Source: an optimization exercise on an open RTL-to-GDS flow (aim: small area). Production flows keep margins and buffers that such runs may drop.
Only the layout flow was run in this run; the RTL was not checked for function there.
No activity file was given, so power comes from the tool's default toggle rates.

<file path="design.v">
module VGA(clk, rst, VGA_HS, VGA_VS ,VGA_R, VGA_G, VGA_B,VGA_BLANK_N,VGA_CLOCK, player, result_in, result,  state);
	input 				clk, rst;
	input		[1:0]		state;
	input 	[1:0]  	player;
	input 	[1:0] 	result;
	input 	[17:0] 	result_in;
	output 				VGA_HS, VGA_VS;
	output 				VGA_BLANK_N, VGA_CLOCK;
	output  [7:0] 	VGA_R, VGA_G, VGA_B;
	localparam [2:0] C_Z = 3'd0, C_BG = 3'd1, C_GR = 3'd2, C_BL = 3'd3, C_RD = 3'd4, C_WH = 3'd5;
	reg			clk25M;
	reg	[1:0]	hs;		 
	reg	[7:0]	ho;		 
	reg	[1:0]	vs;		 
	reg	[7:0]	vo;		 
	reg			loaded;
	reg	[2:0]	code;
	function [5:0] n40;
		input [5:0] b;
		case (b)
			6'd0: n40 = 6'd41;
			6'd1: n40 = 6'd40;
			6'd2: n40 = 6'd40;
			6'd3: n40 = 6'd40;
			6'd4: n40 = 6'd40;
			6'd5: n40 = 6'd40;
			6'd6: n40 = 6'd40;
			6'd7: n40 = 6'd40;
			6'd8: n40 = 6'd40;
			6'd9: n40 = 6'd39;
			6'd10: n40 = 6'd39;
			6'd11: n40 = 6'd39;
			6'd12: n40 = 6'd39;
			6'd13: n40 = 6'd38;
			6'd14: n40 = 6'd38;
			6'd15: n40 = 6'd38;
			6'd16: n40 = 6'd37;
			6'd17: n40 = 6'd37;
			6'd18: n40 = 6'd36;
			6'd19: n40 = 6'd36;
			6'd20: n40 = 6'd35;
			6'd21: n40 = 6'd35;
			6'd22: n40 = 6'd34;
			6'd23: n40 = 6'd33;
			6'd24: n40 = 6'd33;
			6'd25: n40 = 6'd32;
			6'd26: n40 = 6'd31;
			6'd27: n40 = 6'd30;
			6'd28: n40 = 6'd29;
			6'd29: n40 = 6'd28;
			6'd30: n40 = 6'd27;
			6'd31: n40 = 6'd26;
			6'd32: n40 = 6'd25;
			6'd33: n40 = 6'd23;
			6'd34: n40 = 6'd22;
			6'd35: n40 = 6'd20;
			6'd36: n40 = 6'd18;
			6'd37: n40 = 6'd16;
			6'd38: n40 = 6'd13;
			6'd39: n40 = 6'd9;
			6'd40: n40 = 6'd1;
			default: n40 = 6'd0;
		endcase
	endfunction
	function [5:0] n30;
		input [5:0] b;
		case (b)
			6'd0: n30 = 6'd31;
			6'd1: n30 = 6'd30;
			6'd2: n30 = 6'd30;
			6'd3: n30 = 6'd30;
			6'd4: n30 = 6'd30;
			6'd5: n30 = 6'd30;
			6'd6: n30 = 6'd30;
			6'd7: n30 = 6'd30;
			6'd8: n30 = 6'd29;
			6'd9: n30 = 6'd29;
			6'd10: n30 = 6'd29;
			6'd11: n30 = 6'd28;
			6'd12: n30 = 6'd28;
			6'd13: n30 = 6'd28;
			6'd14: n30 = 6'd27;
			6'd15: n30 = 6'd26;
			6'd16: n30 = 6'd26;
			6'd17: n30 = 6'd25;
			6'd18: n30 = 6'd25;
			6'd19: n30 = 6'd24;
			6'd20: n30 = 6'd23;
			6'd21: n30 = 6'd22;
			6'd22: n30 = 6'd21;
			6'd23: n30 = 6'd20;
			6'd24: n30 = 6'd19;
			6'd25: n30 = 6'd17;
			6'd26: n30 = 6'd15;
			6'd27: n30 = 6'd14;
			6'd28: n30 = 6'd11;
			6'd29: n30 = 6'd8;
			6'd30: n30 = 6'd1;
			default: n30 = 6'd0;
		endcase
	endfunction
	function [5:0] n20;
		input [5:0] b;
		case (b)
			6'd0: n20 = 6'd21;
			6'd1: n20 = 6'd20;
			6'd2: n20 = 6'd20;
			6'd3: n20 = 6'd20;
			6'd4: n20 = 6'd20;
			6'd5: n20 = 6'd20;
			6'd6: n20 = 6'd20;
			6'd7: n20 = 6'd19;
			6'd8: n20 = 6'd19;
			6'd9: n20 = 6'd18;
			6'd10: n20 = 6'd18;
			6'd11: n20 = 6'd17;
			6'd12: n20 = 6'd17;
			6'd13: n20 = 6'd16;
			6'd14: n20 = 6'd15;
			6'd15: n20 = 6'd14;
			6'd16: n20 = 6'd13;
			6'd17: n20 = 6'd11;
			6'd18: n20 = 6'd9;
			6'd19: n20 = 6'd7;
			6'd20: n20 = 6'd1;
			default: n20 = 6'd0;
		endcase
	endfunction
	wire pix_en = ~clk25M;
	wire hend = (hs == 2'd0) ? (ho == 8'd195) : (hs == 2'd3) ? (ho == 8'd234) : (ho == 8'd240);
	wire lend = (hs == 2'd3) && (ho == 8'd234);
	wire vend = (vs == 2'd0) ? (vo == 8'd126) : (vo == 8'd224);
	wire vwrap = (vs == 2'd3) && (vo == 8'd208);
	wire h0 = (hs == 2'd0) && (ho == 8'd28);
	always @(posedge clk) begin
		if (!rst) begin
			clk25M <= 1'b0;
			hs <= 2'd0;
			ho <= 8'd28;
			vs <= 2'd0;
			vo <= 8'd65;
			loaded <= 1'b0;
		end else begin
			clk25M <= ~clk25M;
			loaded <= 1'b1;
			if (pix_en) begin
				if (hend) begin
					hs <= hs + 2'd1;
					ho <= 8'd28;
				end else
					ho <= ho + 8'd1;
				if (vwrap) begin
					vs <= 2'd0;
					vo <= 8'd65;
				end else if (lend) begin
					if (vend) begin
						vs <= vs + 2'd1;
						vo <= 8'd65;
					end else
						vo <= vo + 8'd1;
				end
			end
		end
	end
	assign VGA_CLOCK = ~clk25M;
	assign VGA_HS = ~((hs == 2'd0) && ho >= 8'd44 && ho <= 8'd139);
	assign VGA_VS = ~((vs == 2'd0) && (h0 ? (vo == 8'd76 || vo == 8'd77) : (vo == 8'd75 || vo == 8'd76)));
	assign VGA_BLANK_N = (hs != 2'd0 || ho >= 8'd188) && (vs != 2'd0 || vo >= 8'd110);
	wire hmid = (hs == 2'd1) || (hs == 2'd2);
	wire vmid = (vs == 2'd1) || (vs == 2'd2);
	wire vline = hmid && ho >= 8'd229 && ho <= 8'd239;
	wire hline = vmid && (h0 ? (vo >= 8'd204 && vo <= 8'd214) : (vo >= 8'd203 && vo <= 8'd213));
	wire colr = (hs != 2'd0) && ho >= 8'd82 && ho <= 8'd170;
	wire rowr = (vs != 2'd0) && vo >= 8'd88 && vo <= 8'd168;
	wire vbox = (vs != 2'd0) && vo >= 8'd89 && vo <= 8'd167;
	wire sring = (hs == 2'd2) && (vs == 2'd2) && rowr && ho >= 8'd38 && ho <= 8'd118;
	wire scross = (hs == 2'd2) && ho >= 8'd132 && ho <= 8'd220;
	wire [7:0] un = 8'd128 - ho;
	wire [7:0] vn = 8'd128 - vo;
	wire [6:0] a = ho[7] ? ho[6:0] : un[6:0];
	wire [6:0] b = vo[7] ? vo[6:0] : vn[6:0];
	wire [6:0] g = a - 7'd50;
	wire [6:0] gn = 7'd50 - a;
	wire [5:0] h = g[6] ? gn[5:0] : g[5:0];
	wire st0 = (state == 2'd0);
	wire [5:0] m = st0 ? h : a[5:0];
	wire r_out = m < n40(b[5:0]);
	wire r_in = m < (st0 ? n20(b[5:0]) : n30(b[5:0]));
	wire ring = r_out && !r_in;
	wire [6:0] df = {1'b0, m} - {1'b0, b[5:0]};
	wire crs = st0 ? ($signed(df) >= -7'sd15 && $signed(df) <= 7'sd15) : ($signed(df) >= -7'sd5 && $signed(df) <= 7'sd5);
	reg [1:0] cellv;
	always @* begin
		case ({vs, hs})
			4'b0101: cellv = result_in[1:0];
			4'b0110: cellv = result_in[3:2];
			4'b0111: cellv = result_in[5:4];
			4'b1001: cellv = result_in[7:6];
			4'b1010: cellv = result_in[9:8];
			4'b1011: cellv = result_in[11:10];
			4'b1101: cellv = result_in[13:12];
			4'b1110: cellv = result_in[15:14];
			4'b1111: cellv = result_in[17:16];
			default: cellv = 2'b00;
		endcase
	end
	reg [2:0] nxt;
	always @* begin
		nxt = code;
		if (state == 2'd0) begin
			nxt = C_BG;
			if (sring && ring) nxt = loaded ? C_WH : C_Z;
			if ((vs == 2'd2) && scross && vbox && crs) nxt = loaded ? C_WH : C_Z;
		end else if (state == 2'd1) begin
			if (vline || hline) nxt = loaded ? C_GR : C_Z;
			else nxt = loaded ? C_WH : C_Z;
			if (cellv == 2'b01 && colr && rowr && ring) nxt = loaded ? C_BL : C_Z;
			if (cellv == 2'b10 && colr && vbox && crs) nxt = loaded ? C_RD : C_Z;
		end else if (state == 2'd2) begin
			if (result == 2'b01) nxt = loaded ? C_BL : C_Z;
			else if (result == 2'b10) nxt = loaded ? C_RD : C_Z;
			else if (result == 2'b00) nxt = loaded ? C_GR : C_Z;
		end
	end
	always @(posedge clk) begin
		if (!rst) code <= C_Z;
		else if (pix_en) code <= nxt;
	end
	reg [23:0] rgb;
	always @* begin
		case (code)
			C_BG: rgb = 24'h64A682;
			C_GR: rgb = 24'hCACACA;
			C_BL: rgb = 24'h2E77AE;
			C_RD: rgb = 24'hCA1F3D;
			C_WH: rgb = 24'hFFFFFF;
			default: rgb = 24'h000000;
		endcase
	end
	assign {VGA_R, VGA_G, VGA_B} = rgb;
endmodule
</file>
<file path="flow/run.sh">
#!/bin/bash
# Layout flow: the standard synthesis, then the combinational cells of its netlist are
# re-optimised for area with ABC (flip-flops kept as they are, same cells and names), then
# the standard layout from floorplan on, with minimum-size port buffers.
set -euo pipefail
W=$(pwd)
R=$W/orfs/results/$FLOW_PLATFORM/VGA/base
LIB=$FLOW_HOME/platforms/$FLOW_PLATFORM/lib/sky130_fd_sc_hd__tt_025C_1v80.lib
YOSYS=$FLOW_HOME/../tools/install/yosys/bin/yosys
[ -x "$YOSYS" ] || YOSYS=yosys

bash standard.sh synth > $W/1_standard_synth.log 2>&1
cp $R/1_2_yosys.v $W/standard_synth.v

cat > $W/resynth.abc <<EOC
strash
&get -n
&deepsyn -T 60
&put
dch -f
map -a
topo
EOC
cat > $W/resynth.ys <<EOC
read_liberty -ignore_miss_func $LIB
read_verilog $W/standard_synth.v
hierarchy -top $FLOW_TOP
setattr -mod -set blackbox 1 sky130_fd_sc_hd__dfxtp_1
flatten
delete t:\\\$scopeinfo
opt_clean -purge
abc -script $W/resynth.abc -liberty $LIB -dont_use *probe* -dont_use *lpflow* -dont_use *clkbuf* -dont_use *dly* -dont_use *clkinv*
opt_clean -purge
hilomap -singleton -hicell sky130_fd_sc_hd__conb_1 HI -locell sky130_fd_sc_hd__conb_1 LO
stat -liberty $LIB
write_verilog -noattr -nohex -nodec $W/resynth.v
EOC
$YOSYS -l $W/2_resynth.log $W/resynth.ys > /dev/null 2>&1
cp $W/resynth.v $R/1_2_yosys.v
rm -f $R/1_synth.odb $R/1_synth.sdc

bash standard.sh "BUFFER_PORTS_ARGS=-buffer_cell sky130_fd_sc_hd__buf_1" finish > $W/3_standard_layout.log 2>&1
</file>
<file path="standard.sh">
#!/bin/bash
# synth_recipe.tcl (not shown) runs the flow's synth.tcl, then flattens the netlist and writes it again
# the make line also repeats each setting of config.mk as NAME=value (left out here)
make -C /OpenROAD-flow-scripts/flow DESIGN_CONFIG=/design/flow/config.mk WORK_HOME=/design/flow/orfs CLKGATE_MAP_FILE= SYNTH_SCRIPT=/design/flow/synth_recipe.tcl "${@:-finish}"
</file>
<file path="config.mk">
export PLATFORM = sky130hd
export DESIGN_NAME = VGA
export DESIGN_NICKNAME = VGA
export VERILOG_FILES = /design/flow/design.v
export SDC_FILE = /design/flow/constraint.sdc
export NUM_CORES = 4
export LEC_CHECK = 0
export ABC_AREA = 1
export CAP_MARGIN = 20
export CORE_MARGIN = 2
export CORE_UTILIZATION = 40
export CTS_BUF_LIST = sky130_fd_sc_hd__clkbuf_4 sky130_fd_sc_hd__clkbuf_8
export SLEW_MARGIN = 20
</file>
<file path="constraint.sdc">
create_clock -name core_clock -period 20.0 [get_ports {clk}]
set_input_delay 4.0000 -clock core_clock [delete_from_list [all_inputs] [get_ports {clk}]]
set_output_delay 4.0000 -clock core_clock [all_outputs]
set_load 0.01 [all_outputs]
</file>
==> results.ini <==
[grt]
antenna_found_initial = 0
grt-ovfl-total = 0
grt_max_degree = 15
grt_pass1_vias = 2984
track_usage_pct = 22.0
grt_pass1_wl_mm = 13.6

[placement]
gp_congestion = 0.971
place_area_um2 = 2970
place.port_buffers = 51
dp.final_hpwl_mm = 6.39

[critical_path]
crit_arrival_ns = 8.00
path_delay_family = compound AO/OA/AOI/OAI gates
cp_slowest_cell = o41ai_1
critPathLaunchType = input port
crit_type = in2reg
required_ns = 20.17
cpPeakStageDelay_ns = 0.60
crit_path_cell_trace = buf_1, nor2_1, inv_1, a21oi_1, o21ai_0, or2_2, nand2_1, xor2_1, xor2_1, nor2_1, a21oi_1, xor2_1, o41ai_1, nand2_1, o21ai_0, nand3_1, a221oi_1
cpMostUsedCell = xor2_1
path_buf_inv = 2
endpoint_kind = flip-flop
cp_max_fo = 10

[clock_network]
cts_tree = done
cts_root_buffer = clkbuf_8
cts_setup_buffers = 0
hold_buffers = 0
cts_buffers = 3
h-tree-depth = 1
clk_latency_ns = 0.28
post_cts_resized = 0
cts_buffer_depth = 2
clock_sinks = 25
path_clk_slew_ns = 0.10

[routing]
vias = 3428
drc_errors = 0
drt_iter0_drc = 204
finalWirelength_mm = 7.98
top_layer = met4
viasPerCell = 5.53
routed-wl-met2_mm = 3.48
met3_length_um = 506
final_antenna_net_count = 0
wl_met1_mm = 3.82
wl_per_cell_um = 12.9
dr.pass1.iters = 5

[timing]
drv_slew = 0
setup_viol = 0
tightest_slew_ns = 0.706
fin_setup_tns_ns = 0
min_period_over_period_pct = 39.1
grt_setup_unrepaired = no
finalHoldViolCount = 0
fmax_mhz = 128
fin_skew_ns = 0.0150
slew_headroom_pct = 52.3
min_period_ns = 7.83

[floorplanning]
rows = 29
initial_core_util_pct = 41.7
die_area_um2 = 7370
core_area_um2 = 6420
io_pins = 54
fp.dieW_um = 85.8
die-height_um = 85.8

[finish]
drive_gt1_share_pct = 1.47
multi_input_area_um2 = 1860
fill_cells = 680
diodes = 0
fin_nets = 570
finish.instance_area_um2 = 3010
regArea_um2 = 500
area_growth_pct = 12.5

[logic_synthesis]
postSynthCellCount = 488
synth_warnings = 1
synth.avg_cell_area_um2 = 5.49
syn_nets = 514
synthesis.area_um2 = 2680

[job]
cap_violations = 0

[pwr]
p_leak_nw = 1.35
ir_drop_mv = 0.0226
powerDensity_nw_per_um2 = 41.5

[outcome]
status = finished clean

[worst_hold_path]
hold_path_class = reg2reg

layout make-up:
cell class | count | area share (%)
multi-input cells | 379 | 61.8
clock buffers | 3 | 1.37
flip-flops and latches | 25 | 16.6
well taps | 77 | 3.20
inverters | 84 | 10.5
repair buffers | 51 | 6.35
clock inverters | 1 | 0.166
state kept, by name, summed over array words and instances, names as in the netlist:
register / cells
clk25M: 1
code: 3
vs: 2
vo: 8
hs: 2
loaded: 1
ho: 8
cell usage in the layout (no fill, tap or decap), types with 2 or more instances in the layout:
master,instances
a2111oi_0,3
a211oi_1,6
a21oi_1,37
a221oi_1,2
a22oi_1,5
a311oi_1,2
a31oi_1,4
a32oi_1,5
buf_1,51
clkbuf_8,3
dfxtp_1,25
inv_1,84
maj3_1,2
nand2_1,87
nand3_1,20
nand4_1,8
nor2_1,98
nor3_1,16
nor4_1,5
o211ai_1,4
o21a_1,3
o21ai_0,45
o22ai_1,5
or2_2,4
xor2_1,12
power by group:
| group | leakage, nW | switching, mW | internal (mW) | total (mW) |
|---|---|---|---|---|
| clock | 0.0255 | 0.0167 | 0.0140 | 0.0307 |
| combinational | 1.12 | 0.0275 | 0.0140 | 0.0415 |
| sequential | 0.204 | 0.00169 | 0.0512 | 0.0529 |
through the flow:
step	setup slack, ns	instances	utilization (%)	hold slack (ns)	power [mW]
floorplan	13.18	488	-	0.414	0.0830
global placement	11.96	616	46.2	0.424	0.0945
detailed placement	11.96	616	46.2	0.432	0.0948
CTS	12.24	620	46.9	0.454	0.125
global route	11.87	620	46.9	0.481	0.133
finish	12.17	620	46.9	0.453	0.125
path summary, 6_finish.rpt:
check | from | endpoint | slack (ns) | depth (start not counted)
worst max register to register | ho[0] | code[2] | 14.97 | 30
worst max-delay path | state[0] | code[2] | 12.17 | 17
worst min register to register | clk25M | clk25M | 0.45 | 1
worst min-delay path | clk25M | clk25M | 0.45 | 1
layer usage:
| metal | vias up | global-route usage, % |
|---|---|---|
| met2 | 155 | 36.2 |
| li1 | 1752 | - |
| met4 | 0 | 6.78 |
| met3 | 19 | 1.73 |
| met1 | 1502 | 30.6 |
| met5 | - | 0 |

-- static timing again, ports no longer ideal --
No port has a modelled driver above. Below, the same layout with a new extraction and two added sets of constraints.
Step 1, drivers: a clkbuf_16 drives clk and a buf_2 each remaining input, both assumed.
Step 2 also shifts input and output timing later by t, the mid clock arrival at the registers, as if the neighbouring blocks saw the same clock.
a / b / c = ideal / step 1 / step 2; a / b = the first two.
t, ns: 0.297
slack for setup (ns): 12.173 / 12.182 / 11.884
slew at the worst register clock pin (ns): 0.10 / 0.10
worst slew at a driven data input, ns: 0.03
After both steps this run still meets setup and hold. For this run, drivers alone change the setup slack by +0.009 ns; drivers and shift together by -0.289 ns.
